This is an optimization exercise on Yosys and OpenROAD, whose aim is small area, not a production implementation. Only simulation tests tie the RTL to the original design; equivalence was not proved. Power and IR drop assume default switching activity.

==> flow/design.v (outline; a module is shown in full before it is edited, if it fits) <==
// module top_robotic_arm: 933 lines
module top_robotic_arm (
    input clk,
    input reset,
    input rst,
    input load_rom_data,
    input select_source,
    input [9:0] x_accel,
    input [9:0] y_accel,
    input [9:0] z_accel,
    output [0:6] HEX_0, HEX_1, HEX_2, HEX_3, HEX_4, HEX_5,
    output [9:0] leds,
    output reg pwm_servo1,
    output reg pwm_servo2,
    output reg pwm_servo3,
    output hsync_out,
    output vsync_out,
    output [3:0] VGA_R,
    output [3:0] VGA_G,
    output [3:0] VGA_B
);
  // ...
==> flow/arm_commands.mem <==
000000110100100001110101101010
000100000001100010110010010111
010010100001011101100111101110
001011100001010000010100111001
011100100000010000100001110110
011100100100010011000101010000
010011011100000010010011100001
001100111001010100110101111000
011011000001000110010010111101
000100001100010111010001101010
010111101100000110010100101111
001010111000010100000110110010
010000111001011100010001000100
011111001001101111010111101000
001101101001100111100000000100
000000100100110100100110001101
==> flow/flow/run.sh <==
#!/bin/bash
# Layout flow:
#  1. the standard synthesis (std.v), the reference for the registers;
#  2. four candidate netlists: std.v with its combinational logic mapped
#     again by ABC for area (deepsyn with four seeds); flip-flops, their
#     names and cells stay those of std.v;
#  3. the smallest candidate that yosys proves equivalent to std.v is used
#     (std.v itself if none is);
#  4. the standard layout from that netlist, with 1x port buffers and a
#     clock tree without dummy loads.
# Each tool's output goes to a log file of its own here.
set -u
W=$PWD
F=$W/flow
LIB=$FLOW_HOME/platforms/$FLOW_PLATFORM/lib/sky130_fd_sc_hd__tt_025C_1v80.lib
R=orfs/results/$FLOW_PLATFORM/top_robotic_arm/base

bash standard.sh synth > synth_std.log 2>&1 || exit 1
cp $R/1_2_yosys.v std.v
mv orfs orfs_synth

DU=""
for c in $(sed -n '/^export DONT_USE_CELLS/,/^$/p' $FLOW_HOME/platforms/$FLOW_PLATFORM/config.mk | tr -d '\\' | grep -o 'sky130_fd_sc_hd__[a-z0-9_]*'); do
  DU="$DU -dont_use $c"
done

cand() { # name script-template seed
  sed -e "s#@SEED@#$3#g" $F/area.abc > $1.abc
  sed -e "s#@LIB@#$LIB#g" -e "s#@DU@#$DU#g" -e "s#@TOP@#$FLOW_TOP#g" \
      -e "s#@ABC@#$1.abc#g" -e "s#@OUT@#$1.v#g" $F/$2 > $1.ys
  yosys -s $1.ys > $1.log 2>&1 || rm -f $1.v
}
cand c1 resyn.ys.in 1 &
cand c2 resyn.ys.in 2 &
cand c3 resyn.ys.in 3 &
cand c4 resyn.ys.in 4 &
wait

area() { grep "Chip area for module '\\\\$FLOW_TOP'" $1.log | tail -1 | awk '{print $NF}'; }
: > candidates.txt
for c in c1 c2 c3 c4; do
  [ -f $c.v ] && echo "$(area $c) $c" >> candidates.txt
done
sort -g candidates.txt -o candidates.txt
cp std.v netlist.v
flops() { grep -oE "sky130_fd_sc_hd__(df|ed|sd|dl)[a-z0-9_]* +[^ ]+" $1 | sort; }
flops std.v > flops_std.txt
for c in $(awk '{print $2}' candidates.txt); do
  flops $c.v > flops_$c.txt
  cmp -s flops_std.txt flops_$c.txt || continue
  sed -e "s#@LIB@#$LIB#g" -e "s#@OUT@#$c.v#g" $F/equiv.ys.in > equiv_$c.ys
  if timeout 1200 yosys -s equiv_$c.ys > equiv_$c.log 2>&1; then
    cp $c.v netlist.v
    echo "chosen $c" >> candidates.txt
    break
  fi
done

bash standard.sh SYNTH_NETLIST_FILES=$W/netlist.v REMOVE_ABC_BUFFERS=1 \
  BUFFER_PORTS_ARGS="-buffer_cell sky130_fd_sc_hd__buf_1" \
  CTS_ARGS="-sink_clustering_enable -repair_clock_nets -dont_use_dummy_load -buf_list {sky130_fd_sc_hd__clkbuf_4 sky130_fd_sc_hd__clkbuf_8}" \
  finish > layout.log 2>&1
==> flow/flow/area.abc <==
strash
dc2
resub -K 6 -N 2
&get -n
&deepsyn -T 240 -S @SEED@
&put
dch -f
amap
strash
dch -f
amap
topo
==> flow/flow/equiv.ys.in <==
read_liberty -ignore_miss_func @LIB@
read_verilog std.v
rename top_robotic_arm gold
read_verilog @OUT@
rename top_robotic_arm gate
hierarchy -check
flatten gold gate
equiv_make gold gate equiv
equiv_simple -seq 2
equiv_induct -seq 2
equiv_status -assert
==> flow/flow/resyn.ys.in <==
read_liberty -ignore_miss_func @LIB@
read_verilog std.v
hierarchy -top top_robotic_arm
setattr -mod -set keep_hierarchy 1 sky130_fd_sc_hd__dfxtp_1 sky130_fd_sc_hd__dfxtp_2 sky130_fd_sc_hd__dfxtp_4 sky130_fd_sc_hd__conb_1
flatten
opt -purge
abc -liberty @LIB@ -script @ABC@ @DU@
opt_clean -purge
splitnets
opt_clean -purge
hilomap -singleton -hicell sky130_fd_sc_hd__conb_1 HI -locell sky130_fd_sc_hd__conb_1 LO
insbuf -buf sky130_fd_sc_hd__buf_4 A X
opt_clean -purge
stat -liberty @LIB@
select top_robotic_arm
write_verilog -noattr -nohex -nodec -selected @OUT@
==> flow/standard.sh <==
#!/bin/bash
# synth_recipe.tcl (not shown) runs the flow's synth.tcl, then flattens the netlist and writes it again
# the make line also repeats each setting of config.mk as NAME=value (left out here)
make -C /OpenROAD-flow-scripts/flow DESIGN_CONFIG=/design/flow/config.mk WORK_HOME=/design/flow/orfs CLKGATE_MAP_FILE= SYNTH_SCRIPT=/design/flow/synth_recipe.tcl "${@:-finish}"
==> flow/config.mk <==
export PLATFORM = sky130hd
export DESIGN_NAME = top_robotic_arm
export DESIGN_NICKNAME = top_robotic_arm
export VERILOG_FILES = /design/flow/design.v
export SDC_FILE = /design/flow/constraint.sdc
export NUM_CORES = 4
export LEC_CHECK = 0
export ABC_AREA = 1
export CAP_MARGIN = 20
export CORE_MARGIN = 2
export CORE_UTILIZATION = 40
export SLEW_MARGIN = 20
==> flow/constraint.sdc <==
create_clock -name core_clock -period 50.0 [get_ports {clk}]
set_input_delay 10.0000 -clock core_clock [delete_from_list [all_inputs] [get_ports {clk}]]
set_output_delay 10.0000 -clock core_clock [all_outputs]
set_load 0.01 [all_outputs]
==> results_dict.tcl, run 1 <==
set metrics [dict create \
    outcome "no timing/DRC/antenna violations" \
    cts_post_setup_buffers_inserted 0 \
    grt_overflow 0 \
    rrSetupSlack_ns 45.17 \
    std_cell_rows 47 \
    rsz0062_at_grt "no" \
    io_pins 104 \
    slowest_stage "a221oi_1" \
    multi_input_area_sq_um 4130 \
    final_core_util_pct 43.8 \
    syn_area_sq_um 6730 \
    clock_latency_ns 0.36 \
    cts-htree-levels 3 \
    cts_made_buffers 9 \
    comb_cell_power_uw 61.6 \
    routed.top_layer "met4" \
    hold_path_end "s[0]" \
    postCtsHoldBufs 0 \
    buffer_area_share_pct 4.72 \
    cp_common_cell "nor2_1" \
    worstSetupEndpoint "VGA_G[2]" \
    p_clk_share_pct 22.1 \
    start_util_pct 40.7 \
    met1_usage_pct 29.5 \
    wl_met1_mm 9.23 \
    leakage_nw 2.45 \
    p_seq_share_pct 42.3 \
    via_per_inst 5.54 \
    n_tap_cell 220 \
    clk_path_buf_depth 2 \
    max_freq_mhz 33.5 \
    grt_util_met2_pct 34.9 \
    grt_use_met3_pct 3.73 \
    worstMarginPinSlew_ns 1.06 \
    min_path_cells 1 \
    timing.final.crit_share_pct 59.7 \
    largest_register_ffs 15 \
    total_power_uw 173 \
    critPathTopFamily "compound AO/OA/AOI/OAI gates" \
    wl_per_cell_um 14.4 \
    fin_nets 1183 \
    slew_headroom_pct 29.6 \
]
==> run 2: changes to the inputs <==
--- a/flow/design.v
+++ b/flow/design.v
@@ -34,25 +34,23 @@
     begin
         g = 1'b0;
         for (i = 0; i < 9; i = i + 1)
             g = (a[i] & ~b[i]) | (~(a[i] ^ b[i]) & g);
         gt9 = g;
     end
 endfunction
 reg [12:0] deb_cnt;
-wire deb_match = (deb_cnt == 13'd1715);  
-wire deb_two = (deb_cnt == 13'd7);       
+wire deb_match = deb_cnt[12] & deb_cnt[9] & deb_cnt[8] & deb_cnt[7] & deb_cnt[3];  
+wire deb_two = (deb_cnt == 13'd2);  
 always @(posedge clk)
-    if (reset)
-        deb_cnt <= 13'd1;
-    else if (deb_match)
-        deb_cnt <= 13'd3;
+    if (reset | deb_match)
+        deb_cnt <= {12'd0, ~reset};
     else
-        deb_cnt <= {deb_cnt[11:0], deb_cnt[12] ^ deb_cnt[0]};
+        deb_cnt <= deb_cnt + 13'd1;
 reg rst_lvl, rst_rise, load_lvl, load_rise;
 always @(posedge clk)
     if (reset) begin
         rst_lvl <= 1'b0;
         rst_rise <= 1'b0;
         load_lvl <= 1'b0;
         load_rise <= 1'b0;
     end else if (deb_match) begin
@@ -106,36 +104,36 @@
 wire [9:0] zs = select_source ? z_accel : rom_word[9:0];
 assign leds = {{5{zs[9]}}, {5{~zs[9]}}};
 reg [13:0] q;
 reg [7:0] s;
 reg [4:0] acc;
 wire q_wrap = q[13] & q[12] & q[10] & q[8] & q[5] & q[2] & q[1] & q[0];  
 wire late = (q[13:9] != 5'd0);                                         
 wire long_step = late ? ge_c(acc, 22) : ((acc == 5'd0) | ge_c(acc, 23));
-wire step = long_step ? (s == 8'd185) : (s == 8'd184);
+wire step = long_step ? (s == 8'd83) : (s == 8'd169);
 reg [4:0] acc_next;
 integer ai;
 always @* begin
     acc_next = 5'd0;
     for (ai = 0; ai < 27; ai = ai + 1)
         if (acc == ai)
             acc_next = (ai + 5) % 27;
 end
 always @(posedge clk)
     if (rstp | q_wrap) begin
         q <= 14'd107;
-        s <= 8'd0;
+        s <= 8'd1;
         acc <= 5'd0;
     end else if (step) begin
         q <= q + 14'd1;
-        s <= 8'd0;
+        s <= 8'd1;
         acc <= acc_next;
     end else begin
-        s <= s + 8'd1;
+        s <= {s[6:0], s[7] ^ s[2]};
     end
 wire ph0 = ~ge_c(q, 242);
 wire ph1 = ~ph0 & ~late;
 wire ph2 = (q[13:9] == 5'd1) & ~ge_c(q[8:0], 270);
 function pwm_level(input [9:0] v, input [8:0] t, input p0, input p1, input p2);
     reg gt;
     begin
         gt = gt9(v[8:0], t);
@@ -203,18 +201,17 @@
 wire h_nz = (xd[11:8] != 4'd0);
 wire t_nz = (xd[7:4] != 4'd0);
 assign HEX_0 = seg7(xd[3:0]);
 assign HEX_1 = (t_nz | h_nz) ? seg7(xd[7:4]) : (x_neg ? 7'b1111110 : 7'b1111111);
 assign HEX_2 = h_nz ? seg7(xd[11:8]) : ((x_neg & t_nz) ? 7'b1111110 : 7'b1111111);
 assign HEX_3 = {6'b111111, ~(x_neg & h_nz)};
 assign HEX_4 = 7'b1111111;
 assign HEX_5 = 7'b1111111;
-reg half;
-always @(posedge clk) half <= ~reset & ~half;
+wire half = deb_cnt[0];
 reg [7:0] ca;
 reg [2:0] cb;
 reg [3:0] la;
 reg [5:0] lb;
 wire cb_end = cb[2];                                   
 wire cx_end = ca[7] & ca[5] & (cb == 3'd0);            
 wire lb_end = lb[5] & lb[4] & lb[0];                   
 wire cy_end = la[3] & la[1] & lb[4] & lb[3] & lb[0];   
--- a/flow/flow/run.sh
+++ b/flow/flow/run.sh
@@ -1,49 +1,59 @@
 #!/bin/bash
 # Layout flow:
 #  1. the standard synthesis (std.v), the reference for the registers;
-#  2. four candidate netlists: std.v with its combinational logic mapped
-#     again by ABC for area (deepsyn with four seeds); flip-flops, their
-#     names and cells stay those of std.v;
+#  2. eight candidate netlists: std.v, and a second synthesis of the RTL
+#     that skips the Kogge-Stone and full-adder mapping (noks.v), each with
+#     its combinational logic mapped again by ABC for area (deepsyn, four
+#     seeds each); flip-flops, their names and cells stay those of std.v;
 #  3. the smallest candidate that yosys proves equivalent to std.v is used
 #     (std.v itself if none is);
 #  4. the standard layout from that netlist, with 1x port buffers and a
 #     clock tree without dummy loads.
 # Each tool's output goes to a log file of its own here.
 set -u
 W=$PWD
 F=$W/flow
 LIB=$FLOW_HOME/platforms/$FLOW_PLATFORM/lib/sky130_fd_sc_hd__tt_025C_1v80.lib
 R=orfs/results/$FLOW_PLATFORM/top_robotic_arm/base
 
 bash standard.sh synth > synth_std.log 2>&1 || exit 1
 cp $R/1_2_yosys.v std.v
 mv orfs orfs_synth
+bash standard.sh ADDER_MAP_FILE= SYNTH_OPERATIONS_ARGS=-noshare synth > synth_noks.log 2>&1 \
+  && cp $R/1_2_yosys.v noks.v
+[ -d orfs ] && mv orfs orfs_noks
 
 DU=""
 for c in $(sed -n '/^export DONT_USE_CELLS/,/^$/p' $FLOW_HOME/platforms/$FLOW_PLATFORM/config.mk | tr -d '\\' | grep -o 'sky130_fd_sc_hd__[a-z0-9_]*'); do
   DU="$DU -dont_use $c"
 done
 
-cand() { # name script-template seed
+cand() { # name script-template seed input
+  [ -f $4 ] || return
   sed -e "s#@SEED@#$3#g" $F/area.abc > $1.abc
   sed -e "s#@LIB@#$LIB#g" -e "s#@DU@#$DU#g" -e "s#@TOP@#$FLOW_TOP#g" \
-      -e "s#@ABC@#$1.abc#g" -e "s#@OUT@#$1.v#g" $F/$2 > $1.ys
+      -e "s#@ABC@#$1.abc#g" -e "s#@IN@#$4#g" -e "s#@OUT@#$1.v#g" $F/$2 > $1.ys
   yosys -s $1.ys > $1.log 2>&1 || rm -f $1.v
 }
-cand c1 resyn.ys.in 1 &
-cand c2 resyn.ys.in 2 &
-cand c3 resyn.ys.in 3 &
-cand c4 resyn.ys.in 4 &
+cand c1 resyn.ys.in 1 std.v &
+cand c2 resyn.ys.in 2 std.v &
+cand c3 resyn.ys.in 3 std.v &
+cand c4 resyn.ys.in 4 std.v &
+wait
+cand c5 resyn.ys.in 1 noks.v &
+cand c6 resyn.ys.in 2 noks.v &
+cand c7 resyn.ys.in 3 noks.v &
+cand c8 resyn.ys.in 4 noks.v &
 wait
 
 area() { grep "Chip area for module '\\\\$FLOW_TOP'" $1.log | tail -1 | awk '{print $NF}'; }
 : > candidates.txt
-for c in c1 c2 c3 c4; do
+for c in c1 c2 c3 c4 c5 c6 c7 c8; do
   [ -f $c.v ] && echo "$(area $c) $c" >> candidates.txt
 done
 sort -g candidates.txt -o candidates.txt
 cp std.v netlist.v
 flops() { grep -oE "sky130_fd_sc_hd__(df|ed|sd|dl)[a-z0-9_]* +[^ ]+" $1 | sort; }
 flops std.v > flops_std.txt
 for c in $(awk '{print $2}' candidates.txt); do
   flops $c.v > flops_$c.txt
--- a/flow/flow/resyn.ys.in
+++ b/flow/flow/resyn.ys.in
@@ -1,10 +1,10 @@
 read_liberty -ignore_miss_func @LIB@
-read_verilog std.v
+read_verilog @IN@
 hierarchy -top top_robotic_arm
 setattr -mod -set keep_hierarchy 1 sky130_fd_sc_hd__dfxtp_1 sky130_fd_sc_hd__dfxtp_2 sky130_fd_sc_hd__dfxtp_4 sky130_fd_sc_hd__conb_1
 flatten
 opt -purge
 abc -liberty @LIB@ -script @ABC@ @DU@
 opt_clean -purge
 splitnets
 opt_clean -purge
==> run 2 against run 1 <==
Still clean. Flip-flop and latch count fell by 1. Setup slack improved by 0.055 ns. Total power is 2.0% lower. Critical path depth decreased by 2. Sequential share of layout area down 0.53 points. Synthesized cell count rose by 1.2%. Largest cell class unchanged. Largest power group unchanged.
==> results_dict.tcl, run 2 <==
set metrics [dict create \
    outcome "no timing/DRC/antenna violations" \
    met1_usage_pct 29.7 \
    fin_crit_ns 29.79 \
    grt_use_met3_pct 4.23 \
    largest_register "pos" \
    grt_util_met2_pct 35.4 \
    die_area_sq_um 18000 \
    via_per_inst 5.62 \
    p_comb_share_pct 34.9 \
    post-place-ws_ns 20.07 \
    hold_viol 0 \
    min_from "s[0]" \
    vias 7779 \
    syn_avg_cell_area_sq_um 6.24 \
    hpwl_mm 16.1 \
    die_w_um 134 \
    rrSetupSlack_ns 45.75 \
    min_path_cells 2 \
    slowest_stage "a211oi_1" \
    top_usage_layer "met2" \
    drc_errors 0 \
    grt_start_max_net_pins 31 \
    wl_mm 20.0 \
    slew_viol_final 0 \
    drive_gt1_share_pct 1.63 \
    grt_pass1_vias 6818 \
    critPathTopFamily "compound AO/OA/AOI/OAI gates" \
    finalSetupTns_ns 0 \
    worstHoldPathType "flop to flop" \
    cts_resized 0 \
    antenna_found_initial 1 \
    crit_fanout 30 \
    numClockSinks 89 \
    portBuffers 83 \
    timing.final.crit_share_pct 59.6 \
    p_clk_share_pct 22.6 \
    worstPathArrival_ns 19.79 \
    p_sw_uw 63.3 \
    grt_overflow 0 \
    grtUsageTotal_pct 22.1 \
    path_class "primary input to primary output" \
    fillCellCount 1848 \
    std_cell_rows 47 \
    cts_post_setup_buffers_inserted 0 \
    largest_register_ffs 15 \
    wl_per_cell_um 14.5 \
    ir_drop_mv 0.0162 \
    worstMarginPinSlew_ns 1.07 \
    cp_common_cell "nor2_1" \
    slew_headroom_pct 26.9 \
    fin_nets 1200 \
    crit_path_end_kind "primary output" \
    syn_area_sq_um 6760 \
    p_int_uw 107 \
    final_cell_mix "nor2_1 (267), clkinv_1 (161), dfxtp_1 (89)" \
    r2r_end "pwm_servo3" \
    final_common_cell "nor2_1" \
    leakage_nw 2.40 \
    place_congestion 0.992 \
    switching_share_pct 37.3 \
    setup.worst_path.start_class "primary input" \
    clk_path_buf_depth 2 \
    rsz0062_at_grt "no" \
    start_util_pct 40.9 \
    ant_nets 0 \
    hold_path_end "s[1]" \
    postCtsHoldBufs 0 \
    max_cap_viol_count 0 \
    first_iter_violations 504 \
    core_area_sq_um 16500 \
    max_freq_mhz 33.6 \
    reg2reg_from "idx[2]" \
    cts_tree "built" \
    path_buf_inv 10 \
    synthToLayoutAreaGrowth_pct 8.27 \
    required_ns 40.00 \
    io_pins 104 \
    first_pass_iters 10 \
    cts_root_buffer "clkbuf_8" \
    powerDensity_nw_per_um2 23.2 \
    max_stage_delay_ns 0.72 \
    num_antenna_cells 0 \
    fin_ws_ns 20.21 \
    rr_worst_depth 16 \
    path_clk_slew_ns 0.07 \
    grt_pass1_wl_mm 32.8 \
    finalSetupViolCount 0 \
    p_seq_share_pct 42.6 \
    clock_latency_ns 0.37 \
    finClkSkew_ns 0.0344 \
    reg_top3 "pos x15, q x14, deb_cnt x13" \
    synthCells 1084 \
    dieHeight_um 134 \
    ys_warn_count 0 \
    cts-htree-levels 3 \
    cts_made_buffers 9 \
]
==> run 2: cell count changes in the layout (fill, tap and decap cells not counted), sizes merged, moves of 4 or more <==
cell    change
a211oi      +4
a21boi      -4
buf         +4
clkinv     +10
nand3       +6
nand4       -5
nor3        +4
nor4        +8
o22ai       +6
or2        -10
==> run 2: worst max path at each step <==
| stage | cells past startpoint | startpoint | endpoint | slack, ns |
|---|---|---|---|---|
| detailed placement | 44 | select_source | VGA_B[1] | 20.07 |
| floorplan | 34 | z_accel[9] | VGA_B[0] | 19.79 |
| global placement | 44 | select_source | VGA_B[0] | 20.48 |
| finish | 47 | select_source | VGA_R[0] | 20.21 |
| global route | 47 | select_source | VGA_R[0] | 18.82 |
| CTS | 44 | select_source | VGA_B[1] | 20.06 |
==> run 2: power groups by stage <==
| stage | clock, mW | combinational (mW) | sequential, mW |
|---|---|---|---|
| finish | 0.0383 | 0.0592 | 0.0723 |
| CTS | 0.0404 | 0.0584 | 0.0723 |
| floorplan | 0 | 0.0425 | 0.0738 |
| detailed placement | 0 | 0.0582 | 0.0739 |
| global route | 0.0425 | 0.0669 | 0.0724 |
| global placement | 0 | 0.0584 | 0.0739 |
==> run 2: per-layer routing <==
metal / routed length [um] / part of all wire [%] / vias to the layer above
li1: - / - / 3988
met1: 9190 / 46 / 3456
met2: 8950 / 45 / 282
met3: 1340 / 6.7 / 51
met4: 532 / 2.7 / 2
met5: 11 / 0.055 / -
==> run 2: worst reg2reg max path: cells and delay by family, from the launching register on <==
family                 cells  cell delay [ns]
AND/OR/NAND/NOR            5             0.86
AO/OA/AOI/OAI              9             2.26
flip-flops                 1             0.53
buffers and inverters      2             0.48
==> run 2: per-stage QoR <==
step / instance area (sq um) / total power [mW] / instances / utilization, % / hold slack, ns
after global routing: 7320 / 0.182 / 1383 / 44.3 / 0.451
after detailed placement: 7180 / 0.132 / 1374 / 43.5 / 0.428
after CTS: 7310 / 0.171 / 1383 / 44.2 / 0.439
final: 7320 / 0.170 / 1383 / 44.3 / 0.438
after floorplan: 6540 / 0.116 / 1063 / - / 0.403
after global placement: 7180 / 0.132 / 1374 / 43.5 / 0.424
==> run 2: layout make-up <==
type,instances,area [sq um],share of cell area (%)
multi-input combinational,813,4160,56.9
tap,220,275,3.76
clock buffer,9,124,1.69
sequential,89,1780,24.3
timing repair buffer,91,372,5.08
inverter,161,604,8.26

==> afterwards: timing with drivers on the ports <==
How much do the figures lean on ideal ports? The routed layouts below were timed once more, with nothing changed but the port constraints. Step 1, drivers: a clkbuf_16 drives clk and a buf_2 each remaining input, both assumed. Step 2 also shifts input and output timing later by t, the mid clock arrival at the registers, as if the neighbouring blocks saw the same clock. Slacks: no drivers / after step 1 / after step 2; pairs: no drivers / after step 1.
run | shift t [ns] | setup WS [ns] | worst setup path after step 2 | worst register clock-pin slew, ns
run 1 | 0.377 | 20.157 / 20.138 / 20.138 | input to output | 0.09 / 0.09
run 2 | 0.387 | 20.212 / 20.190 / 20.190 | input to output | 0.09 / 0.09
After both steps every run listed still meets setup and hold. The setup slack of run 2, which loses most, moves by -0.022 ns with the drivers and by -0.022 ns with both steps.
